From an optimization exercise on the open Yosys and OpenROAD flow, aimed at small area and a short achievable clock period; shortcuts taken in it are not production practice.
No run shown here included a check of the RTL's function; only the layout flow was run.
No activity file was given, so power comes from the tool's default toggle rates.

==> flow/design.v (outline; a module is shown in full before it is edited, if it fits) <==
// module PID: 38 lines
// module SegwayMath: 913 lines
// module balance_cntrl: 23 lines
module balance_cntrl
# (parameter fast_sim=1)
(
input clk, rst_n,
input vld, pwr_up, rider_off,
input logic signed [15:0] ptch,
input logic signed [15:0] ptch_rt,
input logic [11:0] steer_pot,
input logic en_steer,
output logic signed [11:0] lft_spd,
output logic signed [11:0] rght_spd,
output logic too_fast
);
  // ...
==> flow/flow/run.sh <==
#!/bin/bash
# Layout flow: the standard synthesis, then an inverter clean-up around the
# full-adder cells (polarity.py) and a re-map of the remaining gates
# (remap.tcl, ABC area script), then the standard layout steps with plain
# buf_1 port buffers and a setup-repair target of MARGIN ns.
set -euo pipefail
MARGIN=6
R=orfs/results/sky130hd/balance_cntrl/base
bash standard.sh  synth > 1_standard_synth.log 2>&1
cp $R/1_2_yosys.v std_1_2_yosys.v
python3 flow/polarity.py std_1_2_yosys.v pol.v > 2_polarity.log 2>&1
export REMAP_LIB=$FLOW_HOME/platforms/sky130hd/lib/sky130_fd_sc_hd__tt_025C_1v80.lib
export REMAP_DONT_USE="$(sed -n '/DONT_USE_CELLS += /,/^$/p' $FLOW_HOME/platforms/sky130hd/config.mk | grep -o 'sky130_fd_sc_hd__[a-z0-9_]*' | tr '\n' ' ')"
STA=$(dirname $(command -v openroad))/sta
best=""; bestm=""
for s in flow/abc_*.script; do
  k=$(basename $s .script)
  REMAP_IN=pol.v REMAP_OUT=remap_$k.v REMAP_ABC_SCRIPT=$s yosys -c flow/remap.tcl > 3_remap_$k.log 2>&1 || continue
  PICK_NET=remap_$k.v PICK_LIB=$REMAP_LIB PICK_SDC=constraint.sdc $STA -no_init -exit flow/pick.tcl > 3_pick_$k.log 2>&1 || continue
  line=$(grep '^PICK' 3_pick_$k.log) || continue
  m=$(echo "$line" | awk '{print $3 * (37.5 - $5 * 1e9)}')
  echo "$k $line metric $m" >> 3_pick_summary.log
  if [ -z "$bestm" ] || awk "BEGIN {exit !($m < $bestm)}"; then best=$k; bestm=$m; fi
done
echo "chosen $best" >> 3_pick_summary.log
cp remap_$best.v remap.v
cp remap.v $R/1_2_yosys.v
rm -f $R/1_synth.odb $R/1_synth.sdc
ARGS=( "BUFFER_PORTS_ARGS=-buffer_cell sky130_fd_sc_hd__buf_1")
if [ "$MARGIN" != "none" ]; then
  ARGS+=("SETUP_SLACK_MARGIN=$MARGIN")
fi
bash standard.sh "${ARGS[@]}" finish > 4_standard_finish.log 2>&1
==> flow/flow/abc_a.script <==
strash
dch
map -B 0.9
topo
stime -c
buffer -c
upsize -c
dnsize -c
==> flow/flow/abc_b.script <==
strash
dc2
dch -f
map -a
strash
dch -f
map -a
topo
buffer -c
upsize -c
dnsize -c
==> flow/flow/abc_c.script <==
strash
&get -n
&fraig -x
&put
scorr
dc2
dretime
strash
&get -n
&dch -f
&nf -a
&put
buffer -c
upsize -c
dnsize -c
==> flow/flow/abc_e.script <==
strash
dc2
dch -f
map -a
strash
dc2
dch -f
map -a
strash
dch -f
map -a
topo
buffer -c
upsize -c
dnsize -c
==> flow/flow/abc_f.script <==
strash
&get -n
&dch -f
&nf -a
&put
strash
dch -f
map -a
topo
buffer -c
upsize -c
dnsize -c
==> flow/flow/pick.tcl <==
# Report area and worst setup slack of a candidate netlist (no wires).
# env: PICK_NET, PICK_LIB, PICK_SDC
read_liberty $::env(PICK_LIB)
read_verilog $::env(PICK_NET)
link_design balance_cntrl
read_sdc $::env(PICK_SDC)
set area 0.0
foreach inst [get_cells *] {
  set area [expr {$area + [get_property [get_lib_cells -of_objects $inst] area]}]
}
puts "PICK area $area slack [sta::worst_slack_cmd max]"
==> flow/flow/polarity.py <==
#!/usr/bin/env python3
"""Inverter clean-up around full adders in a flat sky130 gate netlist.

A full adder is self-dual: FA(~a, ~b, ~c) = (~sum, ~cout).  Each fa cell may
therefore run in inverted polarity.  This pass picks a polarity per fa cell
that needs the fewest inverters, removes the design's free inverters and adds
back one inverter per net whose complement some pin still needs.
Usage: polarity.py in.v out.v"""
import re, sys, collections

src = open(sys.argv[1]).read()
INV = re.compile(r'sky130_fd_sc_hd__(inv|clkinv)_\d+$')
FA = re.compile(r'sky130_fd_sc_hd__fa_\d+$')
OUTP = {'X', 'Y', 'Q', 'Q_N', 'SUM', 'COUT', 'HI', 'LO'}

m = re.search(r'\bmodule\s+(\w+)\s*\((.*?)\);(.*)\bendmodule', src, re.S)
top, portlist, body = m.group(1), m.group(2), m.group(3)
stmts = [s.strip() for s in body.split(';')]
cells = []      # [typ, name, {pin: net}]
other = []      # non-cell statements, kept verbatim
cre = re.compile(r'^(sky130_fd_sc_hd__\w+)\s+(\S+)\s*\((.*)\)$', re.S)
for s in stmts:
    if not s:
        continue
    mm = cre.match(s)
    if mm:
        pins = {p: n.strip() for p, n in re.findall(r'\.(\w+)\(([^()]*)\)', mm.group(3))}
        cells.append([mm.group(1), mm.group(2), pins])
    else:
        other.append(s)

# nets used by non-cell statements (assigns, ports) stay fixed
fixed_nets = set()
for s in other:
    if s.startswith('assign'):
        for tok in re.findall(r'\\\S+|[A-Za-z_][\w$]*(?:\[\d+\])?', s[len('assign'):]):
            fixed_nets.add(tok)
ports = set()
for s in other:
    mm = re.match(r'^(input|output|inout)\s*(\[(\d+):(\d+)\])?\s*(.*)$', s, re.S)
    if mm:
        names = [x.strip() for x in mm.group(5).split(',')]
        for n in names:
            if mm.group(2):
                a, b = int(mm.group(3)), int(mm.group(4))
                for i in range(min(a, b), max(a, b) + 1):
                    ports.add('%s[%d]' % (n, i))
            ports.add(n)
fixed_nets |= ports

driver = {}
for c in cells:
    for p, n in c[2].items():
        if p in OUTP:
            driver[n] = c

def is_free_inv(c):
    return INV.match(c[0]) and c[2]['Y'] not in fixed_nets

def root(n):
    par = 0
    seen = 0
    while n in driver and is_free_inv(driver[n]) and seen < 100:
        n = driver[n][2]['A']
        par ^= 1
        seen += 1
    return n, par

fas = [c for c in cells if FA.match(c[0])]
fa_idx = {c[1]: i for i, c in enumerate(fas)}
out_of = {}    # net -> fa index (physical driver)
for i, c in enumerate(fas):
    out_of[c[2]['SUM']] = i
    out_of[c[2]['COUT']] = i

# consumers: (cell, pin, root, parity, fa_index or None)
cons = []
for c in cells:
    if is_free_inv(c):
        continue
    for p, n in c[2].items():
        if p in OUTP:
            continue
        r, k = root(n)
        cons.append((c, p, r, k, fa_idx.get(c[1]) if FA.match(c[0]) else None))

f = [0] * len(fas)
def need(ci):
    c, p, r, k, w = cons[ci]
    ph = f[out_of[r]] if r in out_of else 0
    return k ^ ph ^ (f[w] if w is not None else 0)

by_root = collections.defaultdict(list)
for i, cc in enumerate(cons):
    by_root[cc[2]].append(i)
touch = collections.defaultdict(set)
for i, cc in enumerate(cons):
    if cc[4] is not None:
        touch[cc[4]].add(cc[2])
for i, c in enumerate(fas):
    touch[i].add(c[2]['SUM'])
    touch[i].add(c[2]['COUT'])

def cost_root(r):
    return 1 if any(need(i) for i in by_root[r]) else 0

def total():
    return sum(cost_root(r) for r in by_root)

before = total()
improved = True
it = 0
while improved and it < 50:
    improved = False
    it += 1
    for i in range(len(fas)):
        rs = touch[i]
        c0 = sum(cost_root(r) for r in rs)
        f[i] ^= 1
        c1 = sum(cost_root(r) for r in rs)
        if c1 < c0:
            improved = True
        else:
            f[i] ^= 1
after = total()

# rebuild
new_cells = [c for c in cells if not is_free_inv(c)]
old_inv = len(cells) - len(new_cells)
inv_net = {}
extra = []
wires = []
k = 0
for i, cc in enumerate(cons):
    c, p, r, par, w = cc
    if need(i):
        if r not in inv_net:
            k += 1
            nn = 'polinv_%d' % k
            inv_net[r] = nn
            wires.append(nn)
            extra.append(['sky130_fd_sc_hd__inv_1', 'polinv_cell_%d' % k, {'A': r, 'Y': nn}])
        c[2][p] = inv_net[r]
    else:
        c[2][p] = r

def emit(c):
    pins = ',\n'.join('    .%s(%s)' % (p, n + (' ' if n.startswith('\\') else '')) for p, n in c[2].items())
    return '  %s %s (\n%s\n  );' % (c[0], c[1], pins)

out = ['module %s(%s);' % (top, portlist)]
for s in other:
    out.append('  ' + s + ' ;')
for w_ in wires:
    out.append('  wire %s;' % w_)
for c in new_cells + extra:
    out.append(emit(c))
out.append('endmodule')
head = src[:m.start()]
open(sys.argv[2], 'w').write(head + '\n'.join(out) + '\n')
sys.stderr.write('polarity: %d fa cells, %d flipped, inverters %d -> %d (cost %d -> %d)\n'
                 % (len(fas), sum(f), old_inv, len(extra), before, after))
==> flow/flow/remap.tcl <==
# Re-map the random logic around the kept adder cells and flip-flops.
# env: REMAP_IN, REMAP_OUT, REMAP_LIB, REMAP_ABC_SCRIPT, REMAP_DONT_USE
yosys -import
set L $::env(REMAP_LIB)
read_liberty -ignore_miss_func -ignore_buses $L
read_verilog -defer $::env(REMAP_IN)
hierarchy -top balance_cntrl
foreach c {fa_1 fa_2 fa_4 dfrtp_1 dfrtp_2 dfrtp_4 dfxtp_1 conb_1} {
  catch { blackbox sky130_fd_sc_hd__$c }
}
flatten
opt_clean -purge
techmap
opt -fast
set dont_use {}
foreach c $::env(REMAP_DONT_USE) { lappend dont_use -dont_use $c }
abc -script $::env(REMAP_ABC_SCRIPT) -liberty $L {*}$dont_use
opt_clean -purge

stat -liberty $L
write_verilog -noattr -noexpr -nohex -nodec -selected $::env(REMAP_OUT)
==> flow/standard.sh <==
#!/bin/bash
# synth_recipe.tcl (not shown) runs the flow's synth.tcl, then flattens the netlist and writes it again
# the make line also repeats each setting of config.mk as NAME=value (left out here)
make -C /OpenROAD-flow-scripts/flow DESIGN_CONFIG=/design/flow/config.mk WORK_HOME=/design/flow/orfs CLKGATE_MAP_FILE= SYNTH_SCRIPT=/design/flow/synth_recipe.tcl "${@:-finish}"
==> flow/config.mk <==
export PLATFORM = sky130hd
export DESIGN_NAME = balance_cntrl
export DESIGN_NICKNAME = balance_cntrl
export VERILOG_FILES = /design/flow/design.v
export SDC_FILE = /design/flow/constraint.sdc
export NUM_CORES = 4
export LEC_CHECK = 0
export ABC_AREA = 1
export CAP_MARGIN = 20
export CORE_MARGIN = 2
export CORE_UTILIZATION = 65
export SLEW_MARGIN = 20
==> flow/constraint.sdc <==
create_clock -name core_clock -period 35.0 [get_ports {clk}]
set_input_delay 7.0000 -clock core_clock [delete_from_list [all_inputs] [get_ports {clk}]]
set_output_delay 7.0000 -clock core_clock [all_outputs]
set_load 0.01 [all_outputs]
==> results by group, run 1 <==
Yosys
  – Syn. warnings: 1
  – Post-Syn Area: approximately 0.0075 mm²
  – Post-Syn Nets: ~1200
  – Mapped Cells: a little under 1000

Route
  – Avg WL per Cell: between 10 and 15 µm
  – DRT iter0 DRCs: 510

Power and ir drop
  – Clock group share of total power: about a tenth
  – Pwr Density: about 54 mW/mm²

Min path
  – Hold Startpoint: PID_balance.integrator[5]

Final layout
  – Final Util: ~71%
  – Top cell category: multi-input gates
  – Register area: 926 µm²
  – Layout clock area frac: 1.77%
  – Inverters: around 220
  – Fin nets: between 1000 and 1500
  – Ratio of cells with drive above 1 in the final layout: around 4.7%
  – Commonest non-fill, non-tap cell in the layout: inv_1

Worst setup path
  – Startpoint Class: input pin

Placement
  – GP Congestion: approximately 0.97

Timing
  – Achievable clock frequency: roughly 36 MHz
  – RSZ-0062 raised after global routing: no
  – Hold Vio Cnt, Final: 0
  – Final slew viol count: 0
  – Post-route setup TNS: 0 ps

Clocking
  – Clock latency (worst-skew pair): ~280 ps
  – Hold buffers post-CTS: 0
  – H-tree Lvls: 2
  – Cts repair resizes: 0
  – TritonCTS clock tree: done
  – Clock sinks: 37

Global routing
  – GRT Total Usage: 29.7%
  – Largest net degree at the start of global routing: 38
  – Met2 usage: 54.7%

Run status
  – Status: timing/DRC/antenna clean

Floorplanning
  – CORE AREA: ~0.011 mm²
==> run 2, diff against run 1 <==
==> flow/design.v (replaced) <==
module PID(
input clk, rst_n,
input pwr_up,
input logic [17:0] integrator_in,
output logic signed [17:0] integrator,
output logic [7:0] ss_tmr
);
logic [10:0] pre;
logic [10:0] pre_inc;
logic [7:0] ss_inc;
logic [11:0] pc;
logic [8:0] sc;
always_comb begin
  pc[0] = 1'b1;
  for (int k = 0; k < 11; k++) begin
    pre_inc[k] = pre[k] ^ pc[k];
    pc[k+1] = pc[k] & pre[k];
  end
  sc[0] = pc[11] & !(&ss_tmr);
  for (int k = 0; k < 8; k++) begin
    ss_inc[k] = ss_tmr[k] ^ sc[k];
    sc[k+1] = sc[k] & ss_tmr[k];
  end
end
always_ff @(posedge clk, negedge rst_n) begin
  if (!rst_n)
    integrator <= 18'h00000;
  else
    integrator <= integrator_in;
end
always_ff @(posedge clk, negedge rst_n) begin
  if (!rst_n) begin
    pre <= 11'h000;
    ss_tmr <= 8'h00;
  end else if (!pwr_up) begin
    pre <= 11'h000;
    ss_tmr <= 8'h00;
  end else begin
    pre <= pre_inc;
    ss_tmr <= ss_inc;
  end
end
endmodule
module SegwayMath(
input vld, pwr_up, rider_off,
input logic signed [15:0] ptch,
input logic signed [15:0] ptch_rt,
input logic [11:0] steer_pot,
input logic en_steer,
input logic signed [17:0] integrator,
input logic [7:0] ss_tmr,
output logic [17:0] integrator_in,
output logic signed [11:0] lft_spd,
output logic signed [11:0] rght_spd,
output logic too_fast
);
wire e_pos = !ptch[15] && |ptch[14:9];
wire e_neg = ptch[15] && !(&ptch[14:9]);
wire [9:0] e = e_pos ? 10'h1FF : e_neg ? 10'h200 : ptch[9:0];
wire [17:0] isum;
wire ov = (integrator[17] == e[9]) && (isum[17] != integrator[17]);
assign integrator_in = rider_off ? 18'h00000 : (vld && !ov) ? isum : integrator;
wire i_pos = !integrator[17] && |integrator[16:15];
wire i_neg = integrator[17] && !(&integrator[16:15]);
wire [14:0] I_term = i_pos ? 15'h3FFF : i_neg ? 15'h4000 : integrator[15:1];
wire [9:0] r = ptch_rt[15:6];
wire pot_hi = (&steer_pot[11:9]) && (|steer_pot[8:0]);
wire pot_lo = !(|steer_pot[11:9]);
wire [11:0] lim = pot_hi ? 12'hE00 : pot_lo ? 12'h200 : steer_pot;
wire [9:0] st3;
wire [9:0] st = en_steer ? st3 : 10'h000;
wire [15:0] PID_sum;
wire pos_sat = !PID_sum[15] && |PID_sum[14:11];
wire neg_sat = PID_sum[15] && !(&PID_sum[14:11]);
wire [11:0] X = pos_sat ? 12'h7FF : neg_sat ? 12'h800 : PID_sum[11:0];
wire [12:0] lt, rt;
wire [8:0] lap, lam, rap, ram;
wire l_hi, l_pos, l_sm, l_lo, l_fast, r_hi, r_pos, r_sm, r_lo, r_fast;
wire n1 = integrator[0] ^ e[0];
wire n2 = integrator[0] & e[0];
wire n3 = integrator[1] ^ e[1] ^ n2;
wire n4 = (integrator[1] & e[1]) | (integrator[1] & n2) | (e[1] & n2);
wire n5 = integrator[2] ^ e[2] ^ n4;
wire n6 = (integrator[2] & e[2]) | (integrator[2] & n4) | (e[2] & n4);
wire n7 = integrator[3] ^ e[3] ^ n6;
wire n8 = (integrator[3] & e[3]) | (integrator[3] & n6) | (e[3] & n6);
wire n9 = integrator[4] ^ e[4] ^ n8;
wire n10 = (integrator[4] & e[4]) | (integrator[4] & n8) | (e[4] & n8);
wire n11 = integrator[5] ^ e[5] ^ n10;
wire n12 = (integrator[5] & e[5]) | (integrator[5] & n10) | (e[5] & n10);
wire n13 = integrator[6] ^ e[6] ^ n12;
wire n14 = (integrator[6] & e[6]) | (integrator[6] & n12) | (e[6] & n12);
wire n15 = integrator[7] ^ e[7] ^ n14;
wire n16 = (integrator[7] & e[7]) | (integrator[7] & n14) | (e[7] & n14);
wire n17 = integrator[8] ^ e[8] ^ n16;
wire n18 = (integrator[8] & e[8]) | (integrator[8] & n16) | (e[8] & n16);
wire n19 = integrator[9] ^ e[9] ^ n18;
wire n20 = (integrator[9] & e[9]) | (integrator[9] & n18) | (e[9] & n18);
wire n21 = integrator[10] ^ e[9] ^ n20;
wire n22 = (integrator[10] & e[9]) | (integrator[10] & n20) | (e[9] & n20);
wire n23 = integrator[11] ^ e[9] ^ n22;
wire n24 = (integrator[11] & e[9]) | (integrator[11] & n22) | (e[9] & n22);
wire n25 = integrator[12] ^ e[9] ^ n24;
wire n26 = (integrator[12] & e[9]) | (integrator[12] & n24) | (e[9] & n24);
wire n27 = integrator[13] ^ e[9] ^ n26;
wire n28 = (integrator[13] & e[9]) | (integrator[13] & n26) | (e[9] & n26);
wire n29 = integrator[14] ^ e[9] ^ n28;
wire n30 = (integrator[14] & e[9]) | (integrator[14] & n28) | (e[9] & n28);
wire n31 = integrator[15] ^ e[9] ^ n30;
wire n32 = (integrator[15] & e[9]) | (integrator[15] & n30) | (e[9] & n30);
wire n33 = integrator[16] ^ e[9] ^ n32;
wire n34 = (integrator[16] & e[9]) | (integrator[16] & n32) | (e[9] & n32);
wire n35 = integrator[17] ^ e[9] ^ n34;
wire n36 = (integrator[17] & e[9]) | (integrator[17] & n34) | (e[9] & n34);
wire n37 = I_term[0] ^ e[0];
wire n38 = I_term[0] | e[0];
wire n39 = I_term[1] ^ e[1] ^ n38;
wire n40 = (I_term[1] & e[1]) | (I_term[1] & n38) | (e[1] & n38);
wire n41 = ~r[2];
wire n42 = I_term[2] ^ n41 ^ e[2];
wire n43 = (I_term[2] & n41) | (I_term[2] & e[2]) | (n41 & e[2]);
wire n44 = I_term[3] ^ e[3] ^ e[0];
wire n45 = (I_term[3] & e[3]) | (I_term[3] & e[0]) | (e[3] & e[0]);
wire n46 = ~r[3];
wire n47 = n46 ^ n43 ^ n44;
wire n48 = (n46 & n43) | (n46 & n44) | (n43 & n44);
wire n49 = I_term[4] ^ e[4] ^ e[1];
wire n50 = (I_term[4] & e[4]) | (I_term[4] & e[1]) | (e[4] & e[1]);
wire n51 = ~r[4];
wire n52 = n51 ^ n45 ^ n49;
wire n53 = (n51 & n45) | (n51 & n49) | (n45 & n49);
wire n54 = I_term[5] ^ e[5] ^ e[2];
wire n55 = (I_term[5] & e[5]) | (I_term[5] & e[2]) | (e[5] & e[2]);
wire n56 = ~r[5];
wire n57 = n56 ^ n50 ^ n54;
wire n58 = (n56 & n50) | (n56 & n54) | (n50 & n54);
wire n59 = I_term[6] ^ e[6] ^ e[3];
wire n60 = (I_term[6] & e[6]) | (I_term[6] & e[3]) | (e[6] & e[3]);
wire n61 = ~r[6];
wire n62 = n61 ^ n55 ^ n59;
wire n63 = (n61 & n55) | (n61 & n59) | (n55 & n59);
wire n64 = I_term[7] ^ e[7] ^ e[4];
wire n65 = (I_term[7] & e[7]) | (I_term[7] & e[4]) | (e[7] & e[4]);
wire n66 = ~r[7];
wire n67 = n66 ^ n60 ^ n64;
wire n68 = (n66 & n60) | (n66 & n64) | (n60 & n64);
wire n69 = I_term[8] ^ e[8] ^ e[5];
wire n70 = (I_term[8] & e[8]) | (I_term[8] & e[5]) | (e[8] & e[5]);
wire n71 = ~r[8];
wire n72 = n71 ^ n65 ^ n69;
wire n73 = (n71 & n65) | (n71 & n69) | (n65 & n69);
wire n74 = I_term[9] ^ r[9] ^ e[6];
wire n75 = (I_term[9] & r[9]) | (I_term[9] & e[6]) | (r[9] & e[6]);
wire n76 = ~e[9];
wire n77 = n76 ^ n70 ^ n74;
wire n78 = (n76 & n70) | (n76 & n74) | (n70 & n74);
wire n79 = I_term[10] ^ e[7];
wire n80 = I_term[10] | e[7];
wire n81 = ~n79;
wire n82 = n81 ^ n75 ^ n78;
wire n83 = (n81 & n75) | (n81 & n78) | (n75 & n78);
wire n84 = I_term[11] ^ e[8];
wire n85 = I_term[11] | e[8];
wire n86 = ~n84;
wire n87 = n80 ^ n86 ^ n83;
wire n88 = (n80 & n86) | (n80 & n83) | (n86 & n83);
wire n89 = ~e[9];
wire n90 = I_term[12] ^ n89 ^ n85;
wire n91 = (I_term[12] & n89) | (I_term[12] & n85) | (n89 & n85);
wire n92 = I_term[13] ^ n91;
wire n93 = I_term[13] | n91;
wire n94 = r[0] ^ n37;
wire n95 = ~r[0] & ~n37;
wire n96 = r[1] ^ n39;
wire n97 = ~r[1] & n39;
wire n98 = n40 ^ n42;
wire n99 = n40 & n42;
wire n100 = n48 ^ n52;
wire n101 = n48 & n52;
wire n102 = n53 ^ n57;
wire n103 = n53 & n57;
wire n104 = n58 ^ n62;
wire n105 = n58 & n62;
wire n106 = n63 ^ n67;
wire n107 = n63 & n67;
wire n108 = n68 ^ n72;
wire n109 = n68 & n72;
wire n110 = n73 ^ n77;
wire n111 = n73 & n77;
wire n112 = n88 ^ n90;
wire n113 = n88 & n90;
wire n114 = I_term[14] ^ n93;
wire n115 = ~I_term[14] & n93;
wire n116 = n98 & n97;
wire n117 = n99 | n116;
wire n118 = n98 & ~n96;
wire n119 = n100 & n47;
wire n120 = n104 & n103;
wire n121 = n105 | n120;
wire n122 = n104 & n102;
wire n123 = n108 & n107;
wire n124 = n109 | n123;
wire n125 = n108 & n106;
wire n126 = n82 & n111;
wire n127 = n82 & n110;
wire n128 = n112 & n87;
wire n129 = ~n114 & ~n92;
wire n130 = ~n96 & n95;
wire n131 = n97 | n130;
wire n132 = n118 & n95;
wire n133 = n117 | n132;
wire n134 = n102 & n101;
wire n135 = n103 | n134;
wire n136 = n102 & n119;
wire n137 = n122 & n101;
wire n138 = n121 | n137;
wire n139 = n122 & n119;
wire n140 = n110 & n124;
wire n141 = n111 | n140;
wire n142 = n110 & n125;
wire n143 = n127 & n124;
wire n144 = n126 | n143;
wire n145 = n127 & n125;
wire n146 = ~n92 & n113;
wire n147 = ~n92 & n128;
wire n148 = n129 & n113;
wire n149 = n115 | n148;
wire n150 = n129 & n128;
wire n151 = n47 & n133;
wire n152 = n119 & n133;
wire n153 = n101 | n152;
wire n154 = n136 & n133;
wire n155 = n135 | n154;
wire n156 = n139 & n133;
wire n157 = n138 | n156;
wire n158 = n87 & n144;
wire n159 = n87 & n145;
wire n160 = n128 & n144;
wire n161 = n113 | n160;
wire n162 = n128 & n145;
wire n163 = n147 & n144;
wire n164 = n146 | n163;
wire n165 = n147 & n145;
wire n166 = n150 & n144;
wire n167 = n149 | n166;
wire n168 = n150 & n145;
wire n169 = n106 & n157;
wire n170 = n107 | n169;
wire n171 = n125 & n157;
wire n172 = n124 | n171;
wire n173 = n142 & n157;
wire n174 = n141 | n173;
wire n175 = n145 & n157;
wire n176 = n144 | n175;
wire n177 = n159 & n157;
wire n178 = n158 | n177;
wire n179 = n162 & n157;
wire n180 = n161 | n179;
wire n181 = n165 & n157;
wire n182 = n164 | n181;
wire n183 = n168 & n157;
wire n184 = n167 | n183;
wire n185 = n96 ^ n95;
wire n186 = n98 ^ n131;
wire n187 = n47 ^ n133;
wire n188 = n100 ^ n151;
wire n189 = n102 ^ n153;
wire n190 = n104 ^ n155;
wire n191 = n106 ^ n157;
wire n192 = n108 ^ n170;
wire n193 = n110 ^ n172;
wire n194 = n82 ^ n174;
wire n195 = n87 ^ n176;
wire n196 = n112 ^ n178;
wire n197 = n92 ^ n180;
wire n198 = n114 ^ n182;
wire n199 = ~(ss_tmr[0] & X[0]);
wire n200 = ~(ss_tmr[0] & X[1]);
wire n201 = ~(ss_tmr[0] & X[2]);
wire n202 = ~(ss_tmr[0] & X[3]);
wire n203 = ~(ss_tmr[0] & X[4]);
wire n204 = ~(ss_tmr[0] & X[5]);
wire n205 = ~(ss_tmr[0] & X[6]);
wire n206 = ~(ss_tmr[0] & X[7]);
wire n207 = ~(ss_tmr[0] & X[8]);
wire n208 = ~(ss_tmr[0] & X[9]);
wire n209 = ~(ss_tmr[0] & X[10]);
wire n210 = ~(ss_tmr[0] & X[11]);
wire n211 = ~(ss_tmr[1] & X[0]);
wire n212 = ~(ss_tmr[1] & X[1]);
wire n213 = ~(ss_tmr[1] & X[2]);
wire n214 = ~(ss_tmr[1] & X[3]);
wire n215 = ~(ss_tmr[1] & X[4]);
wire n216 = ~(ss_tmr[1] & X[5]);
wire n217 = ~(ss_tmr[1] & X[6]);
wire n218 = ~(ss_tmr[1] & X[7]);
wire n219 = ~(ss_tmr[1] & X[8]);
wire n220 = ~(ss_tmr[1] & X[9]);
wire n221 = ~(ss_tmr[1] & X[10]);
wire n222 = ~(ss_tmr[1] & X[11]);
wire n223 = ~(ss_tmr[2] & X[0]);
wire n224 = ~(ss_tmr[2] & X[1]);
wire n225 = ~(ss_tmr[2] & X[2]);
wire n226 = ~(ss_tmr[2] & X[3]);
wire n227 = ~(ss_tmr[2] & X[4]);
wire n228 = ~(ss_tmr[2] & X[5]);
wire n229 = ~(ss_tmr[2] & X[6]);
wire n230 = ~(ss_tmr[2] & X[7]);
wire n231 = ~(ss_tmr[2] & X[8]);
wire n232 = ~(ss_tmr[2] & X[9]);
wire n233 = ~(ss_tmr[2] & X[10]);
wire n234 = ~(ss_tmr[2] & X[11]);
wire n235 = ~(ss_tmr[3] & X[0]);
wire n236 = ~(ss_tmr[3] & X[1]);
wire n237 = ~(ss_tmr[3] & X[2]);
wire n238 = ~(ss_tmr[3] & X[3]);
wire n239 = ~(ss_tmr[3] & X[4]);
wire n240 = ~(ss_tmr[3] & X[5]);
wire n241 = ~(ss_tmr[3] & X[6]);
wire n242 = ~(ss_tmr[3] & X[7]);
wire n243 = ~(ss_tmr[3] & X[8]);
wire n244 = ~(ss_tmr[3] & X[9]);
wire n245 = ~(ss_tmr[3] & X[10]);
wire n246 = ~(ss_tmr[3] & X[11]);
wire n247 = ~(ss_tmr[4] & X[0]);
wire n248 = ~(ss_tmr[4] & X[1]);
wire n249 = ~(ss_tmr[4] & X[2]);
wire n250 = ~(ss_tmr[4] & X[3]);
wire n251 = ~(ss_tmr[4] & X[4]);
wire n252 = ~(ss_tmr[4] & X[5]);
wire n253 = ~(ss_tmr[4] & X[6]);
wire n254 = ~(ss_tmr[4] & X[7]);
wire n255 = ~(ss_tmr[4] & X[8]);
wire n256 = ~(ss_tmr[4] & X[9]);
wire n257 = ~(ss_tmr[4] & X[10]);
wire n258 = ~(ss_tmr[4] & X[11]);
wire n259 = ~(ss_tmr[5] & X[0]);
wire n260 = ~(ss_tmr[5] & X[1]);
wire n261 = ~(ss_tmr[5] & X[2]);
wire n262 = ~(ss_tmr[5] & X[3]);
wire n263 = ~(ss_tmr[5] & X[4]);
wire n264 = ~(ss_tmr[5] & X[5]);
wire n265 = ~(ss_tmr[5] & X[6]);
wire n266 = ~(ss_tmr[5] & X[7]);
wire n267 = ~(ss_tmr[5] & X[8]);
wire n268 = ~(ss_tmr[5] & X[9]);
wire n269 = ~(ss_tmr[5] & X[10]);
wire n270 = ~(ss_tmr[5] & X[11]);
wire n271 = ~(ss_tmr[6] & X[0]);
wire n272 = ~(ss_tmr[6] & X[1]);
wire n273 = ~(ss_tmr[6] & X[2]);
wire n274 = ~(ss_tmr[6] & X[3]);
wire n275 = ~(ss_tmr[6] & X[4]);
wire n276 = ~(ss_tmr[6] & X[5]);
wire n277 = ~(ss_tmr[6] & X[6]);
wire n278 = ~(ss_tmr[6] & X[7]);
wire n279 = ~(ss_tmr[6] & X[8]);
wire n280 = ~(ss_tmr[6] & X[9]);
wire n281 = ~(ss_tmr[6] & X[10]);
wire n282 = ~(ss_tmr[6] & X[11]);
wire n283 = ~(ss_tmr[7] & X[0]);
wire n284 = ~(ss_tmr[7] & X[1]);
wire n285 = ~(ss_tmr[7] & X[2]);
wire n286 = ~(ss_tmr[7] & X[3]);
wire n287 = ~(ss_tmr[7] & X[4]);
wire n288 = ~(ss_tmr[7] & X[5]);
wire n289 = ~(ss_tmr[7] & X[6]);
wire n290 = ~(ss_tmr[7] & X[7]);
wire n291 = ~(ss_tmr[7] & X[8]);
wire n292 = ~(ss_tmr[7] & X[9]);
wire n293 = ~(ss_tmr[7] & X[10]);
wire n294 = ~(ss_tmr[7] & X[11]);
wire n295 = n205 ^ n216;
wire n296 = ~n205 & ~n216;
wire n297 = n206 ^ n217 ^ n228;
wire n298 = (n206 & n217) | (n206 & n228) | (n217 & n228);
wire n299 = n239 ^ n250;
wire n300 = ~n239 & ~n250;
wire n301 = n207 ^ n218 ^ n229;
wire n302 = (n207 & n218) | (n207 & n229) | (n218 & n229);
wire n303 = n240 ^ n251 ^ n262;
wire n304 = (n240 & n251) | (n240 & n262) | (n251 & n262);
wire n305 = n208 ^ n219 ^ n230;
wire n306 = (n208 & n219) | (n208 & n230) | (n219 & n230);
wire n307 = n241 ^ n252 ^ n263;
wire n308 = (n241 & n252) | (n241 & n263) | (n252 & n263);
wire n309 = n209 ^ n220 ^ n231;
wire n310 = (n209 & n220) | (n209 & n231) | (n220 & n231);
wire n311 = n242 ^ n253 ^ n264;
wire n312 = (n242 & n253) | (n242 & n264) | (n253 & n264);
wire n313 = n210 ^ n221;
wire n314 = n210 | ~n221;
wire n315 = n232 ^ n243 ^ n254;
wire n316 = (n232 & n243) | (n232 & n254) | (n243 & n254);
wire n317 = n265 ^ n276;
wire n318 = ~n265 & ~n276;
wire n319 = ~n222;
wire n320 = n319 ^ n233 ^ n244;
wire n321 = (n319 & n233) | (n319 & n244) | (n233 & n244);
wire n322 = n255 ^ n266 ^ n277;
wire n323 = (n255 & n266) | (n255 & n277) | (n266 & n277);
wire n324 = ~n234;
wire n325 = n324 ^ n245 ^ n256;
wire n326 = (n324 & n245) | (n324 & n256) | (n245 & n256);
wire n327 = n203 ^ n214;
wire n328 = ~n203 & ~n214;
wire n329 = n204 ^ n215 ^ n226;
wire n330 = (n204 & n215) | (n204 & n226) | (n215 & n226);
wire n331 = n237 ^ n248;
wire n332 = ~n237 & ~n248;
wire n333 = n227 ^ n238 ^ n249;
wire n334 = (n227 & n238) | (n227 & n249) | (n238 & n249);
wire n335 = ~n295;
wire n336 = n260 ^ n271 ^ n335;
wire n337 = (n260 & n271) | (n260 & n335) | (n271 & n335);
wire n338 = n261 ^ n272 ^ n283;
wire n339 = (n261 & n272) | (n261 & n283) | (n272 & n283);
wire n340 = ~n297;
wire n341 = n296 ^ n299 ^ n340;
wire n342 = (n296 & n299) | (n296 & n340) | (n299 & n340);
wire n343 = ~n300;
wire n344 = n273 ^ n284 ^ n343;
wire n345 = (n273 & n284) | (n273 & n343) | (n284 & n343);
wire n346 = n298 ^ n301 ^ n303;
wire n347 = (n298 & n301) | (n298 & n303) | (n301 & n303);
wire n348 = n274 ^ n285 ^ n302;
wire n349 = (n274 & n285) | (n274 & n302) | (n285 & n302);
wire n350 = n304 ^ n305 ^ n307;
wire n351 = (n304 & n305) | (n304 & n307) | (n305 & n307);
wire n352 = n275 ^ n286 ^ n306;
wire n353 = (n275 & n286) | (n275 & n306) | (n286 & n306);
wire n354 = n308 ^ n309 ^ n311;
wire n355 = (n308 & n309) | (n308 & n311) | (n309 & n311);
wire n356 = n287 ^ n310 ^ n312;
wire n357 = (n287 & n310) | (n287 & n312) | (n310 & n312);
wire n358 = ~n315;
wire n359 = n313 ^ n317 ^ n358;
wire n360 = (n313 & n317) | (n313 & n358) | (n317 & n358);
wire n361 = ~n288;
wire n362 = n361 ^ n314 ^ n318;
wire n363 = (n361 & n314) | (n361 & n318) | (n314 & n318);
wire n364 = n316 ^ n322 ^ n320;
wire n365 = (n316 & n322) | (n316 & n320) | (n322 & n320);
wire n366 = n267 ^ n278 ^ n289;
wire n367 = (n267 & n278) | (n267 & n289) | (n278 & n289);
wire n368 = n323 ^ n321 ^ n325;
wire n369 = (n323 & n321) | (n323 & n325) | (n321 & n325);
wire n370 = ~n246;
wire n371 = n370 ^ n257 ^ n268;
wire n372 = (n370 & n257) | (n370 & n268) | (n257 & n268);
wire n373 = n279 ^ n290 ^ n326;
wire n374 = (n279 & n290) | (n279 & n326) | (n290 & n326);
wire n375 = ~n258;
wire n376 = n375 ^ n269 ^ n280;
wire n377 = (n375 & n269) | (n375 & n280) | (n269 & n280);
wire n378 = n202 ^ n213;
wire n379 = ~n202 & ~n213;
wire n380 = n225 ^ n236 ^ n247;
wire n381 = (n225 & n236) | (n225 & n247) | (n236 & n247);
wire n382 = ~n259;
wire n383 = n382 ^ n328 ^ n331;
wire n384 = (n382 & n328) | (n382 & n331) | (n328 & n331);
wire n385 = ~n332;
wire n386 = n385 ^ n330 ^ n333;
wire n387 = (n385 & n330) | (n385 & n333) | (n330 & n333);
wire n388 = n334 ^ n338 ^ n337;
wire n389 = (n334 & n338) | (n334 & n337) | (n338 & n337);
wire n390 = n339 ^ n344 ^ n346;
wire n391 = (n339 & n344) | (n339 & n346) | (n344 & n346);
wire n392 = n345 ^ n347 ^ n348;
wire n393 = (n345 & n347) | (n345 & n348) | (n347 & n348);
wire n394 = n349 ^ n351 ^ n352;
wire n395 = (n349 & n351) | (n349 & n352) | (n351 & n352);
wire n396 = n353 ^ n355 ^ n356;
wire n397 = (n353 & n355) | (n353 & n356) | (n355 & n356);
wire n398 = ~n357;
wire n399 = n362 ^ n398 ^ n360;
wire n400 = (n362 & n398) | (n362 & n360) | (n398 & n360);
wire n401 = n366 ^ n365 ^ n368;
wire n402 = (n366 & n365) | (n366 & n368) | (n365 & n368);
wire n403 = n367 ^ n371 ^ n369;
wire n404 = (n367 & n371) | (n367 & n369) | (n371 & n369);
wire n405 = n291 ^ n372 ^ n376;
wire n406 = (n291 & n372) | (n291 & n376) | (n372 & n376);
wire n407 = ~n270;
wire n408 = n407 ^ n281 ^ n292;
wire n409 = (n407 & n281) | (n407 & n292) | (n281 & n292);
wire n410 = n201 ^ n212;
wire n411 = ~n201 & ~n212;
wire n412 = ~n378;
wire n413 = n224 ^ n235 ^ n412;
wire n414 = (n224 & n235) | (n224 & n412) | (n235 & n412);
wire n415 = ~n380;
wire n416 = n379 ^ n327 ^ n415;
wire n417 = (n379 & n327) | (n379 & n415) | (n327 & n415);
wire n418 = ~n383;
wire n419 = n381 ^ n329 ^ n418;
wire n420 = (n381 & n329) | (n381 & n418) | (n329 & n418);
wire n421 = ~n384;
wire n422 = n421 ^ n336 ^ n386;
wire n423 = (n421 & n336) | (n421 & n386) | (n336 & n386);
wire n424 = ~n341;
wire n425 = n387 ^ n424 ^ n388;
wire n426 = (n387 & n424) | (n387 & n388) | (n424 & n388);
wire n427 = ~n342;
wire n428 = n427 ^ n389 ^ n390;
wire n429 = (n427 & n389) | (n427 & n390) | (n389 & n390);
wire n430 = n350 ^ n391 ^ n392;
wire n431 = (n350 & n391) | (n350 & n392) | (n391 & n392);
wire n432 = n354 ^ n393 ^ n394;
wire n433 = (n354 & n393) | (n354 & n394) | (n393 & n394);
wire n434 = ~n359;
wire n435 = n434 ^ n395 ^ n396;
wire n436 = (n434 & n395) | (n434 & n396) | (n395 & n396);
wire n437 = ~n399;
wire n438 = n364 ^ n397 ^ n437;
wire n439 = (n364 & n397) | (n364 & n437) | (n397 & n437);
wire n440 = ~n401;
wire n441 = n363 ^ n400 ^ n440;
wire n442 = (n363 & n400) | (n363 & n440) | (n400 & n440);
wire n443 = n373 ^ n402 ^ n403;
wire n444 = (n373 & n402) | (n373 & n403) | (n402 & n403);
wire n445 = n405 ^ n374 ^ n404;
wire n446 = (n405 & n374) | (n405 & n404) | (n374 & n404);
wire n447 = n408 ^ n377 ^ n406;
wire n448 = (n408 & n377) | (n408 & n406) | (n377 & n406);
wire n449 = ~n282;
wire n450 = n449 ^ n293 ^ n409;
wire n451 = (n449 & n293) | (n449 & n409) | (n293 & n409);
wire n452 = n200 ^ n211;
wire n453 = ~n200 & ~n211;
wire n454 = n410 ^ n223;
wire n455 = n410 & ~n223;
wire n456 = n411 ^ n413;
wire n457 = n411 & ~n413;
wire n458 = n414 ^ n416;
wire n459 = ~n414 & n416;
wire n460 = n417 ^ n419;
wire n461 = n417 & ~n419;
wire n462 = n420 ^ n422;
wire n463 = ~n420 & ~n422;
wire n464 = n423 ^ n425;
wire n465 = ~n423 & ~n425;
wire n466 = ~n454 & n453;
wire n467 = n455 | n466;
wire n468 = ~n454 & n452;
wire n469 = ~n458 & n457;
wire n470 = n459 | n469;
wire n471 = ~n458 & ~n456;
wire n472 = n462 & n461;
wire n473 = n463 | n472;
wire n474 = n462 & ~n460;
wire n475 = n474 & n470;
wire n476 = n473 | n475;
wire n477 = n474 & n471;
wire n478 = n477 & n467;
wire n479 = n476 | n478;
wire n480 = n464 & n479;
wire n481 = n465 | n480;
wire n482 = &lim[2:0];
wire n483 = &lim[3:0];
wire n484 = n482 & ~lim[3];
wire n485 = lim[4] ^ lim[5] ^ n483;
wire n486 = (lim[4] & lim[5]) | (lim[4] & n483) | (lim[5] & n483);
wire n487 = lim[5] ^ lim[6] ^ n486;
wire n488 = (lim[5] & lim[6]) | (lim[5] & n486) | (lim[6] & n486);
wire n489 = lim[6] ^ lim[7] ^ n488;
wire n490 = (lim[6] & lim[7]) | (lim[6] & n488) | (lim[7] & n488);
wire n491 = lim[7] ^ lim[8] ^ n490;
wire n492 = (lim[7] & lim[8]) | (lim[7] & n490) | (lim[8] & n490);
wire n493 = lim[8] ^ lim[9] ^ n492;
wire n494 = (lim[8] & lim[9]) | (lim[8] & n492) | (lim[9] & n492);
wire n495 = lim[9] ^ lim[10] ^ n494;
wire n496 = (lim[9] & lim[10]) | (lim[9] & n494) | (lim[10] & n494);
wire n497 = ~lim[11];
wire n498 = lim[10] ^ n497 ^ n496;
wire n499 = (lim[10] & n497) | (lim[10] & n496) | (n497 & n496);
wire n500 = ~n499;
wire n501 = lim[11] ^ lim[11] ^ n500;
wire n502 = (lim[11] & lim[11]) | (lim[11] & n500) | (lim[11] & n500);
wire n503 = lim[11] ^ lim[11] ^ n502;
wire n504 = (lim[11] & lim[11]) | (lim[11] & n502) | (lim[11] & n502);
wire n505 = lim[3] ^ lim[4] ^ n484;
wire n506 = (lim[3] & lim[4]) | (lim[3] & n484) | (lim[4] & n484);
wire n507 = n485 ^ n506;
wire n508 = n485 & n506;
wire n509 = n487 ^ n508;
wire n510 = n487 & n508;
wire n511 = n489 ^ n510;
wire n512 = n489 & n510;
wire n513 = n491 ^ n512;
wire n514 = n491 & n512;
wire n515 = n493 ^ n514;
wire n516 = n493 & n514;
wire n517 = n495 ^ n516;
wire n518 = n495 & n516;
wire n519 = n498 ^ n518;
wire n520 = n498 & n518;
wire n521 = n501 ^ n520;
wire n522 = ~n501 & n520;
wire n523 = n503 ^ n522;
wire n524 = ~n503 & n522;
wire n525 = ~st[0];
wire n526 = n426 ^ n428 ^ n525;
wire n527 = (n426 & n428) | (n426 & n525) | (n428 & n525);
wire n528 = ~st[1];
wire n529 = n429 ^ n430 ^ n528;
wire n530 = (n429 & n430) | (n429 & n528) | (n430 & n528);
wire n531 = ~st[2];
wire n532 = n431 ^ n432 ^ n531;
wire n533 = (n431 & n432) | (n431 & n531) | (n432 & n531);
wire n534 = ~st[3];
wire n535 = n433 ^ n435 ^ n534;
wire n536 = (n433 & n435) | (n433 & n534) | (n435 & n534);
wire n537 = ~st[4];
wire n538 = n436 ^ n438 ^ n537;
wire n539 = (n436 & n438) | (n436 & n537) | (n438 & n537);
wire n540 = ~n439;
wire n541 = n540 ^ n441 ^ st[5];
wire n542 = (n540 & n441) | (n540 & st[5]) | (n441 & st[5]);
wire n543 = ~n443;
wire n544 = n442 ^ n543 ^ st[6];
wire n545 = (n442 & n543) | (n442 & st[6]) | (n543 & st[6]);
wire n546 = ~st[7];
wire n547 = n444 ^ n445 ^ n546;
wire n548 = (n444 & n445) | (n444 & n546) | (n445 & n546);
wire n549 = ~st[8];
wire n550 = n446 ^ n447 ^ n549;
wire n551 = (n446 & n447) | (n446 & n549) | (n447 & n549);
wire n552 = ~st[9];
wire n553 = n448 ^ n450 ^ n552;
wire n554 = (n448 & n450) | (n448 & n552) | (n450 & n552);
wire n555 = ~n451;
wire n556 = n555 ^ n294 ^ st[9];
wire n557 = (n555 & n294) | (n555 & st[9]) | (n294 & st[9]);
wire n558 = n526 ^ n481;
wire n559 = ~n526 & n481;
wire n560 = n529 ^ n527;
wire n561 = ~n529 & ~n527;
wire n562 = n532 ^ n530;
wire n563 = ~n532 & ~n530;
wire n564 = n535 ^ n533;
wire n565 = ~n535 & ~n533;
wire n566 = n538 ^ n536;
wire n567 = ~n538 & ~n536;
wire n568 = n541 ^ n539;
wire n569 = n541 & ~n539;
wire n570 = n544 ^ n542;
wire n571 = n544 & n542;
wire n572 = n547 ^ n545;
wire n573 = ~n547 & n545;
wire n574 = n550 ^ n548;
wire n575 = ~n550 & ~n548;
wire n576 = n553 ^ n551;
wire n577 = ~n553 & ~n551;
wire n578 = n556 ^ n554;
wire n579 = n556 & ~n554;
wire n580 = st[9] ^ n557;
wire n581 = ~st[9] & n557;
wire n582 = st[9] ^ st[9];
wire n583 = ~st[9] & st[9];
wire n584 = n562 & n561;
wire n585 = n563 | n584;
wire n586 = n562 & n560;
wire n587 = n566 & n565;
wire n588 = n567 | n587;
wire n589 = n566 & n564;
wire n590 = n570 & n569;
wire n591 = n571 | n590;
wire n592 = n570 & ~n568;
wire n593 = n574 & n573;
wire n594 = n575 | n593;
wire n595 = n574 & ~n572;
wire n596 = ~n578 & n577;
wire n597 = n579 | n596;
wire n598 = ~n578 & n576;
wire n599 = ~n582 & n581;
wire n600 = n583 | n599;
wire n601 = ~n582 & ~n580;
wire n602 = n560 & n559;
wire n603 = n561 | n602;
wire n604 = n586 & n559;
wire n605 = n585 | n604;
wire n606 = ~n568 & n588;
wire n607 = n569 | n606;
wire n608 = ~n568 & n589;
wire n609 = n592 & n588;
wire n610 = n591 | n609;
wire n611 = n592 & n589;
wire n612 = n576 & n594;
wire n613 = n577 | n612;
wire n614 = n576 & n595;
wire n615 = n598 & n594;
wire n616 = n597 | n615;
wire n617 = n598 & n595;
wire n618 = n564 & n605;
wire n619 = n565 | n618;
wire n620 = n589 & n605;
wire n621 = n588 | n620;
wire n622 = n608 & n605;
wire n623 = n607 | n622;
wire n624 = n611 & n605;
wire n625 = n610 | n624;
wire n626 = ~n580 & n616;
wire n627 = n581 | n626;
wire n628 = ~n580 & n617;
wire n629 = n601 & n616;
wire n630 = n600 | n629;
wire n631 = n601 & n617;
wire n632 = ~n572 & n625;
wire n633 = n573 | n632;
wire n634 = n595 & n625;
wire n635 = n594 | n634;
wire n636 = n614 & n625;
wire n637 = n613 | n636;
wire n638 = n617 & n625;
wire n639 = n616 | n638;
wire n640 = n628 & n625;
wire n641 = n627 | n640;
wire n642 = n631 & n625;
wire n643 = n630 | n642;
wire n644 = n560 ^ n559;
wire n645 = n562 ^ n603;
wire n646 = n564 ^ n605;
wire n647 = n566 ^ n619;
wire n648 = n568 ^ n621;
wire n649 = n570 ^ n623;
wire n650 = n572 ^ n625;
wire n651 = n574 ^ n633;
wire n652 = n576 ^ n635;
wire n653 = n578 ^ n637;
wire n654 = n580 ^ n639;
wire n655 = n582 ^ n641;
wire n656 = lt[4] & lt[3];
wire n657 = ~lt[5] & n656;
wire n658 = lt[5] | n657;
wire n659 = lt[6] & n658;
wire n660 = ~lt[7] & n659;
wire n661 = lt[7] | n660;
wire n662 = lt[8] & n661;
wire n663 = lt[9] & n662;
wire n664 = lt[10] & n663;
wire n665 = lt[11] & n664;
wire n666 = lt[4] ^ lt[3];
wire n667 = lt[5] ^ n656;
wire n668 = lt[6] ^ n658;
wire n669 = lt[7] ^ n659;
wire n670 = lt[8] ^ n661;
wire n671 = lt[9] ^ n662;
wire n672 = lt[10] ^ n663;
wire n673 = lt[11] ^ n664;
wire n674 = ~lt[4] & lt[3];
wire n675 = lt[4] | n674;
wire n676 = lt[5] & n675;
wire n677 = ~lt[6] & n676;
wire n678 = lt[6] | n677;
wire n679 = lt[7] & n678;
wire n680 = ~lt[8] & n679;
wire n681 = lt[8] | n680;
wire n682 = ~lt[9] & n681;
wire n683 = lt[9] | n682;
wire n684 = ~lt[10] & n683;
wire n685 = lt[10] | n684;
wire n686 = ~lt[11] & n685;
wire n687 = lt[11] | n686;
wire n688 = lt[4] ^ lt[3];
wire n689 = lt[5] ^ n675;
wire n690 = lt[6] ^ n676;
wire n691 = lt[7] ^ n678;
wire n692 = lt[8] ^ n679;
wire n693 = lt[9] ^ n681;
wire n694 = lt[10] ^ n683;
wire n695 = lt[11] ^ n685;
wire n696 = (lt[9] & (lt[8] & (lt[7] | (lt[6] & (lt[5] | (lt[4] & lt[3]))))));
wire n697 = (lt[6] | (lt[5] & (lt[4] | (lt[3] & (lt[2] | (lt[1] & lt[0]))))));
wire n698 = (lt[7] & (lt[6] & (lt[5] | (lt[4] & (lt[3] | (lt[2] & lt[1]))))));
wire n699 = (lt[9] | (lt[8] | (lt[7] & (lt[6] | (lt[5] & (lt[4] | lt[3]))))));
wire n700 = (lt[6] & (lt[5] | (lt[4] & (lt[3] & (lt[2] | (lt[1] | lt[0]))))));
wire n701 = n426 ^ n428 ^ st[0];
wire n702 = (n426 & n428) | (n426 & st[0]) | (n428 & st[0]);
wire n703 = n429 ^ n430 ^ st[1];
wire n704 = (n429 & n430) | (n429 & st[1]) | (n430 & st[1]);
wire n705 = n431 ^ n432 ^ st[2];
wire n706 = (n431 & n432) | (n431 & st[2]) | (n432 & st[2]);
wire n707 = n433 ^ n435 ^ st[3];
wire n708 = (n433 & n435) | (n433 & st[3]) | (n435 & st[3]);
wire n709 = n436 ^ n438 ^ st[4];
wire n710 = (n436 & n438) | (n436 & st[4]) | (n438 & st[4]);
wire n711 = ~n441;
wire n712 = n439 ^ n711 ^ st[5];
wire n713 = (n439 & n711) | (n439 & st[5]) | (n711 & st[5]);
wire n714 = ~n442;
wire n715 = n714 ^ n443 ^ st[6];
wire n716 = (n714 & n443) | (n714 & st[6]) | (n443 & st[6]);
wire n717 = n444 ^ n445 ^ st[7];
wire n718 = (n444 & n445) | (n444 & st[7]) | (n445 & st[7]);
wire n719 = n446 ^ n447 ^ st[8];
wire n720 = (n446 & n447) | (n446 & st[8]) | (n447 & st[8]);
wire n721 = n448 ^ n450 ^ st[9];
wire n722 = (n448 & n450) | (n448 & st[9]) | (n450 & st[9]);
wire n723 = ~n294;
wire n724 = n451 ^ n723 ^ st[9];
wire n725 = (n451 & n723) | (n451 & st[9]) | (n723 & st[9]);
wire n726 = n701 ^ n481;
wire n727 = ~n701 & n481;
wire n728 = n703 ^ n702;
wire n729 = ~n703 & ~n702;
wire n730 = n705 ^ n704;
wire n731 = ~n705 & ~n704;
wire n732 = n707 ^ n706;
wire n733 = ~n707 & ~n706;
wire n734 = n709 ^ n708;
wire n735 = ~n709 & ~n708;
wire n736 = n712 ^ n710;
wire n737 = ~n712 & ~n710;
wire n738 = n715 ^ n713;
wire n739 = ~n715 & ~n713;
wire n740 = n717 ^ n716;
wire n741 = ~n717 & ~n716;
wire n742 = n719 ^ n718;
wire n743 = ~n719 & ~n718;
wire n744 = n721 ^ n720;
wire n745 = ~n721 & ~n720;
wire n746 = n724 ^ n722;
wire n747 = ~n724 & ~n722;
wire n748 = st[9] ^ n725;
wire n749 = st[9] & ~n725;
wire n750 = st[9] ^ st[9];
wire n751 = st[9] & ~st[9];
wire n752 = n727 | ~n726;
wire n753 = n730 & n729;
wire n754 = n731 | n753;
wire n755 = n730 & n728;
wire n756 = n734 & n733;
wire n757 = n735 | n756;
wire n758 = n734 & n732;
wire n759 = n738 & n737;
wire n760 = n739 | n759;
wire n761 = n738 & n736;
wire n762 = n742 & n741;
wire n763 = n743 | n762;
wire n764 = n742 & n740;
wire n765 = n746 & n745;
wire n766 = n747 | n765;
wire n767 = n746 & n744;
wire n768 = ~n750 & n749;
wire n769 = n751 | n768;
wire n770 = ~n750 & ~n748;
wire n771 = n728 & n752;
wire n772 = n729 | n771;
wire n773 = n755 & n752;
wire n774 = n754 | n773;
wire n775 = n736 & n757;
wire n776 = n737 | n775;
wire n777 = n736 & n758;
wire n778 = n761 & n757;
wire n779 = n760 | n778;
wire n780 = n761 & n758;
wire n781 = n744 & n763;
wire n782 = n745 | n781;
wire n783 = n744 & n764;
wire n784 = n767 & n763;
wire n785 = n766 | n784;
wire n786 = n767 & n764;
wire n787 = n732 & n774;
wire n788 = n733 | n787;
wire n789 = n758 & n774;
wire n790 = n757 | n789;
wire n791 = n777 & n774;
wire n792 = n776 | n791;
wire n793 = n780 & n774;
wire n794 = n779 | n793;
wire n795 = ~n748 & n785;
wire n796 = n749 | n795;
wire n797 = ~n748 & n786;
wire n798 = n770 & n785;
wire n799 = n769 | n798;
wire n800 = n770 & n786;
wire n801 = n740 & n794;
wire n802 = n741 | n801;
wire n803 = n764 & n794;
wire n804 = n763 | n803;
wire n805 = n783 & n794;
wire n806 = n782 | n805;
wire n807 = n786 & n794;
wire n808 = n785 | n807;
wire n809 = n797 & n794;
wire n810 = n796 | n809;
wire n811 = n800 & n794;
wire n812 = n799 | n811;
wire n813 = n728 ^ n752;
wire n814 = n730 ^ n772;
wire n815 = n732 ^ n774;
wire n816 = n734 ^ n788;
wire n817 = n736 ^ n790;
wire n818 = n738 ^ n792;
wire n819 = n740 ^ n794;
wire n820 = n742 ^ n802;
wire n821 = n744 ^ n804;
wire n822 = n746 ^ n806;
wire n823 = n748 ^ n808;
wire n824 = n750 ^ n810;
wire n825 = rt[4] & rt[3];
wire n826 = ~rt[5] & n825;
wire n827 = rt[5] | n826;
wire n828 = rt[6] & n827;
wire n829 = ~rt[7] & n828;
wire n830 = rt[7] | n829;
wire n831 = rt[8] & n830;
wire n832 = rt[9] & n831;
wire n833 = rt[10] & n832;
wire n834 = rt[11] & n833;
wire n835 = rt[4] ^ rt[3];
wire n836 = rt[5] ^ n825;
wire n837 = rt[6] ^ n827;
wire n838 = rt[7] ^ n828;
wire n839 = rt[8] ^ n830;
wire n840 = rt[9] ^ n831;
wire n841 = rt[10] ^ n832;
wire n842 = rt[11] ^ n833;
wire n843 = ~rt[4] & rt[3];
wire n844 = rt[4] | n843;
wire n845 = rt[5] & n844;
wire n846 = ~rt[6] & n845;
wire n847 = rt[6] | n846;
wire n848 = rt[7] & n847;
wire n849 = ~rt[8] & n848;
wire n850 = rt[8] | n849;
wire n851 = ~rt[9] & n850;
wire n852 = rt[9] | n851;
wire n853 = ~rt[10] & n852;
wire n854 = rt[10] | n853;
wire n855 = ~rt[11] & n854;
wire n856 = rt[11] | n855;
wire n857 = rt[4] ^ rt[3];
wire n858 = rt[5] ^ n844;
wire n859 = rt[6] ^ n845;
wire n860 = rt[7] ^ n847;
wire n861 = rt[8] ^ n848;
wire n862 = rt[9] ^ n850;
wire n863 = rt[10] ^ n852;
wire n864 = rt[11] ^ n854;
wire n865 = (rt[9] & (rt[8] & (rt[7] | (rt[6] & (rt[5] | (rt[4] & rt[3]))))));
wire n866 = (rt[6] | (rt[5] & (rt[4] | (rt[3] & (rt[2] | (rt[1] & rt[0]))))));
wire n867 = (rt[7] & (rt[6] & (rt[5] | (rt[4] & (rt[3] | (rt[2] & rt[1]))))));
wire n868 = (rt[9] | (rt[8] | (rt[7] & (rt[6] | (rt[5] & (rt[4] | rt[3]))))));
wire n869 = (rt[6] & (rt[5] | (rt[4] & (rt[3] & (rt[2] | (rt[1] | rt[0]))))));
assign isum[0] = n1;
assign isum[1] = n3;
assign isum[2] = n5;
assign isum[3] = n7;
assign isum[4] = n9;
assign isum[5] = n11;
assign isum[6] = n13;
assign isum[7] = n15;
assign isum[8] = n17;
assign isum[9] = n19;
assign isum[10] = n21;
assign isum[11] = n23;
assign isum[12] = n25;
assign isum[13] = n27;
assign isum[14] = n29;
assign isum[15] = n31;
assign isum[16] = n33;
assign isum[17] = n35;
assign PID_sum[0] = n94;
assign PID_sum[1] = ~n185;
assign PID_sum[2] = n186;
assign PID_sum[3] = n187;
assign PID_sum[4] = n188;
assign PID_sum[5] = n189;
assign PID_sum[6] = n190;
assign PID_sum[7] = n191;
assign PID_sum[8] = n192;
assign PID_sum[9] = n193;
assign PID_sum[10] = n194;
assign PID_sum[11] = n195;
assign PID_sum[12] = n196;
assign PID_sum[13] = ~n197;
assign PID_sum[14] = ~n198;
assign PID_sum[15] = ~n184;
assign st3[0] = n505;
assign st3[1] = n507;
assign st3[2] = n509;
assign st3[3] = n511;
assign st3[4] = n513;
assign st3[5] = n515;
assign st3[6] = n517;
assign st3[7] = n519;
assign st3[8] = ~n521;
assign st3[9] = ~n523;
assign lt[0] = ~n558;
assign lt[1] = n644;
assign lt[2] = n645;
assign lt[3] = n646;
assign lt[4] = n647;
assign lt[5] = ~n648;
assign lt[6] = n649;
assign lt[7] = ~n650;
assign lt[8] = n651;
assign lt[9] = n652;
assign lt[10] = ~n653;
assign lt[11] = ~n654;
assign lt[12] = ~n655;
assign lap[0] = ~lt[3];
assign lam[0] = ~lt[3];
assign lap[1] = n666;
assign lam[1] = ~n688;
assign lap[2] = ~n667;
assign lam[2] = n689;
assign lap[3] = n668;
assign lam[3] = ~n690;
assign lap[4] = ~n669;
assign lam[4] = n691;
assign lap[5] = n670;
assign lam[5] = ~n692;
assign lap[6] = n671;
assign lam[6] = ~n693;
assign lap[7] = n672;
assign lam[7] = ~n694;
assign lap[8] = n673;
assign lam[8] = ~n695;
assign l_hi = (lt[11] | (lt[10] & n696));
assign l_pos = (lt[11] | (lt[10] | (lt[9] | (lt[8] | (lt[7] | n697)))));
assign l_sm = (lt[11] & (lt[10] & (lt[9] & (lt[8] & n698))));
assign l_lo = (lt[11] & (lt[10] | n699));
assign l_fast = (lt[11] | (lt[10] & (lt[9] | (lt[8] & (lt[7] | n700)))));
assign rt[0] = n726;
assign rt[1] = n813;
assign rt[2] = n814;
assign rt[3] = n815;
assign rt[4] = n816;
assign rt[5] = n817;
assign rt[6] = n818;
assign rt[7] = n819;
assign rt[8] = n820;
assign rt[9] = n821;
assign rt[10] = n822;
assign rt[11] = ~n823;
assign rt[12] = ~n824;
assign rap[0] = ~rt[3];
assign ram[0] = ~rt[3];
assign rap[1] = n835;
assign ram[1] = ~n857;
assign rap[2] = ~n836;
assign ram[2] = n858;
assign rap[3] = n837;
assign ram[3] = ~n859;
assign rap[4] = ~n838;
assign ram[4] = n860;
assign rap[5] = n839;
assign ram[5] = ~n861;
assign rap[6] = n840;
assign ram[6] = ~n862;
assign rap[7] = n841;
assign ram[7] = ~n863;
assign rap[8] = n842;
assign ram[8] = ~n864;
assign r_hi = (rt[11] | (rt[10] & n865));
assign r_pos = (rt[11] | (rt[10] | (rt[9] | (rt[8] | (rt[7] | n866)))));
assign r_sm = (rt[11] & (rt[10] & (rt[9] & (rt[8] & n867))));
assign r_lo = (rt[11] & (rt[10] | n868));
assign r_fast = (rt[11] | (rt[10] & (rt[9] | (rt[8] & (rt[7] | n869)))));
wire [11:0] l_y = !lt[12] ? (l_hi ? 12'h7FF : l_pos ? {lap, lt[2:0]} : {lt[9:0], 2'b00})
                          : (l_sm ? {lt[9:0], 2'b00} : l_lo ? {lam, lt[2:0]} : 12'h800);
wire [11:0] r_y = !rt[12] ? (r_hi ? 12'h7FF : r_pos ? {rap, rt[2:0]} : {rt[9:0], 2'b00})
                          : (r_sm ? {rt[9:0], 2'b00} : r_lo ? {ram, rt[2:0]} : 12'h800);
assign lft_spd = pwr_up ? l_y : 12'h000;
assign rght_spd = pwr_up ? r_y : 12'h000;
assign too_fast = pwr_up && ((!lt[12] && l_fast) || (!rt[12] && r_fast));
endmodule
module balance_cntrl
# (parameter fast_sim=1)
(
input clk, rst_n,
input vld, pwr_up, rider_off,
input logic signed [15:0] ptch,
input logic signed [15:0] ptch_rt,
input logic [11:0] steer_pot,
input logic en_steer,
output logic signed [11:0] lft_spd,
output logic signed [11:0] rght_spd,
output logic too_fast
);
logic signed [17:0] integrator;
logic [17:0] integrator_in;
logic [7:0] ss_tmr;
PID PID_balance (.clk(clk), .rst_n(rst_n), .pwr_up(pwr_up), .integrator_in(integrator_in),
                 .integrator(integrator), .ss_tmr(ss_tmr));
SegwayMath SegwayMath_balance (.vld(vld), .pwr_up(pwr_up), .rider_off(rider_off), .ptch(ptch),
                 .ptch_rt(ptch_rt), .steer_pot(steer_pot), .en_steer(en_steer),
                 .integrator(integrator), .ss_tmr(ss_tmr), .integrator_in(integrator_in),
                 .lft_spd(lft_spd), .rght_spd(rght_spd), .too_fast(too_fast));
endmodule
==> flow/flow/run.sh (replaced) <==
#!/bin/bash
# Layout flow: the standard synthesis, then an inverter clean-up around the
# full-adder cells (polarity.py) and a re-map of the remaining gates
# (remap.tcl, ABC area script), then the standard layout steps.
set -euo pipefail
MARGIN=10
R=orfs/results/sky130hd/balance_cntrl/base
bash standard.sh synth > 1_standard_synth.log 2>&1
cp $R/1_2_yosys.v std_1_2_yosys.v
python3 flow/polarity.py std_1_2_yosys.v pol.v > 2_polarity.log 2>&1
export REMAP_IN=pol.v REMAP_OUT=remap.v
export REMAP_LIB=$FLOW_HOME/platforms/sky130hd/lib/sky130_fd_sc_hd__tt_025C_1v80.lib
export REMAP_ABC_SCRIPT=$FLOW_HOME/scripts/abc_area.script
export REMAP_DONT_USE="$(sed -n '/DONT_USE_CELLS += /,/^$/p' $FLOW_HOME/platforms/sky130hd/config.mk | grep -o 'sky130_fd_sc_hd__[a-z0-9_]*' | tr '\n' ' ')"
yosys -c flow/remap.tcl > 3_remap.log 2>&1
cp remap.v $R/1_2_yosys.v
rm -f $R/1_synth.odb $R/1_synth.sdc
if [ "$MARGIN" = "none" ]; then
  bash standard.sh finish > 4_standard_finish.log 2>&1
else
  bash standard.sh SETUP_SLACK_MARGIN=$MARGIN finish > 4_standard_finish.log 2>&1
fi
==> flow/config.mk (replaced) <==
export PLATFORM = sky130hd
export DESIGN_NAME = balance_cntrl
export DESIGN_NICKNAME = balance_cntrl
export VERILOG_FILES = /design/flow/design.v
export SDC_FILE = /design/flow/constraint.sdc
export NUM_CORES = 4
export LEC_CHECK = 0
export ABC_AREA = 1
export CAP_MARGIN = 20
export CORE_MARGIN = 2
export CORE_UTILIZATION = 40
export SLEW_MARGIN = 20
removed: flow/flow/abc_a.script
removed: flow/flow/abc_b.script
removed: flow/flow/abc_c.script
removed: flow/flow/abc_e.script
removed: flow/flow/abc_f.script
removed: flow/flow/pick.tcl
==> run 2 against run 1 <==
Sequential share of layout area down 2.4 points. Maximum frequency is 14% higher. Via count rose by 26%. Sequential power up 4.7%. Global-route usage down 11 points. Count of clock-buffer cells in the layout did not move. Worst setup slack gained 3400 ps. Critical path type unchanged. Largest power group unchanged.
==> results by group, run 2 <==
Worst setup path
  – Startpoint Class: input pin
  – Worst setup path end: rght_spd[5]
  – R2R depth: 28
  – Max incr delay on CP: roughly 610 ps
  – Bufs and invs on worst path: 10
  – Worst r2r dst: PID_balance.integrator[0]
  – Worst r2r src: PID_balance.integrator[0]
  – Stages on worst setup path: between 40 and 50
  – Worst path arrival time: approximately 17000 ps

Final layout
  – Multi-input gate area: between 0.007 and 0.008 mm²
  – Fin cells: approximately 1700
  – Commonest non-fill, non-tap cell in the layout: nand2_1
  – Leading cell types in the layout, fill and taps excluded: nand2_1 (315), inv_1 (231), nor2_1 (218), fa_1 (120), nand3_1 (91)
  – Ratio of cells with drive above 1 in the final layout: 10.7% (+6.0 points)
  – Fin nets: 1592 (+28%)
  – Fill cell count: approximately 2300
  – Biggest regs: PID_balance.integrator: 18 flops, PID_balance.pre: 11 flops, PID_balance.ss_tmr: 8 flops
  – Final Util: 46.9% (-24 points)
  – Largest Register: PID_balance.integrator
  – Area growth syn-to-layout: 15.7%
  – Cell area after layout: about 0.01 mm²
  – Max FFs per register: 18
  – Register area: 926 µm² (unchanged)

Route
  – DR vias/cell: 4.92
  – Final wirelength: 21400 µm
  – Vias: roughly 8400
  – Post-route ant nets: 0
  – 1st-pass router iterations: 4
  – DRT iter0 DRCs: 355 (-30%)
  – Avg WL per Cell: 12.6 µm (-15%)

Clocking
  – CTS clk-pin slew, worst paths: approximately 60 ps
  – H-tree Lvls: 2 (unchanged)
  – Clock root cell: clkbuf_16
  – Clock latency (worst-skew pair): 280 ps (about the same)
  – Clock sinks: 37 (unchanged)
  – TritonCTS clock tree: done
  – CTS Buf Count: 5
  – Hold buffers post-CTS: 0 (unchanged)

Timing
  – Final Worst Setup Slack: 10750 ps
  – Achievable clock frequency: 41.2 MHz (+14%)
  – Hold Vio Cnt, Final: 0 (unchanged)
  – Final slew viol count: 0 (unchanged)
  – RSZ-0062 raised after global routing: no
  – Slew @ Worst Pin: 862 ps
  – Post-route setup TNS: 0 ps (unchanged)
  – Hold slack: around 460 ps
  – Post-layout min period: between 20000 and 25000 ps
  – Final count of negative-setup-slack endpoints: 0

Yosys
  – Post-Syn Nets: 1511 (+29%)
  – Post-Syn Area: 0.00882 mm² (+18%)
  – Syn. warnings: 1 (unchanged)
  – Mapped Cells: 1339 (+37%)

Power and ir drop
  – Pwr Density: 56.6 mW/mm² (+5.2%)
  – Max VDD drop: roughly 0.042 mV
  – Power after layout: around 580 µW

Floorplanning
  – IO Count: 75
  – CORE AREA: 0.0218 mm² (+92%)
  – Row cnt: between 50 and 60
  – Die height: about 150 µm

Placement
  – Pre-CTS setup slack: approximately 9500 ps
  – Dpl cells: ~1700
  – Area after DPL: slightly below 0.01 mm²
  – GP Congestion: 0.861 (-12%)
  – Post-DP HPWL: 17700 µm

Global routing
  – Initial antenna violation count: 0
  – First-pass GRT wire length: 37200 µm
  – Largest net degree at the start of global routing: 44 (+16%)
  – Number of global-route vias before repair: 8175
  – GRT Total Usage: 18.7% (-11 points)

Min path
  – Hold Startpoint: PID_balance.pre[0]

Run status
  – Status: timing/DRC/antenna clean
## run 2: worst min path at each step
stage | cells past startpoint | end | slack [ps]
finish | 1 | PID_balance.pre[0] | 460
global route | 1 | PID_balance.pre[9] | 480
CTS | 1 | PID_balance.pre[0] | 460
detailed placement | 1 | PID_balance.pre[0] | 440
global placement | 1 | PID_balance.pre[0] | 440
floorplan | 1 | PID_balance.pre[0] | 420
## run 2: metal layers
| layer | up-vias | GRT usage [%] | wire length (µm) |
|---|---|---|---|
| met5 | - | 0 | 0 |
| met4 | 0 | 2.38 | 188 |
| met3 | 14 | 1.37 | 678 |
| met2 | 132 | 32.9 | 10100 |
| met1 | 3956 | 26.2 | 10400 |
| li1 | 4261 | - | - |
## run 2: power breakdown
part | internal (mW) | total (mW) | switching (mW)
registers | 0.0473 | 0.0510 | 0.00377
clock network | 0.0407 | 0.0594 | 0.0187
logic | 0.166 | 0.466 | 0.300
## run 2: timing repair
action | CTS | global route
buffers inserted | 1 | 9
pin swaps | 0 | 6
gates cloned | 0 | 1
setup endpoints to repair | 23 | 23
gates resized for setup | 4 | 23
## run 2: final cells by class
type / count / area share (%)
flip-flops and latches: 37 / 9.08
well taps: 280 / 3.43
repair buffers: 80 / 7.46
multi-input cells: 1046 / 68.7
clock inverters: 3 / 0.638
inverters: 250 / 9.46
clock buffers: 5 / 1.23

-- what the ideal ports hide --
The results above use ideal ports. As a check the final layouts listed here were re-extracted and re-timed, cells and wires unchanged. Step 1, drivers: a clkbuf_16 drives clk and a buf_2 each remaining input, both assumed. Step 2, shift: input delay + t, output delay - t, t = (earliest + latest rising clock arrival at the registers) / 2. This alone moves slack from input paths to output paths. Slacks: no drivers / after step 1 / after step 2; pairs: no drivers / after step 1.
run	t, ns	slack for setup (ns)
run 1	0.314	7.315 / 7.288 / 7.288
run 2	0.314	10.748 / 10.727 / 10.727
After both steps setup and hold are still met in every run listed.
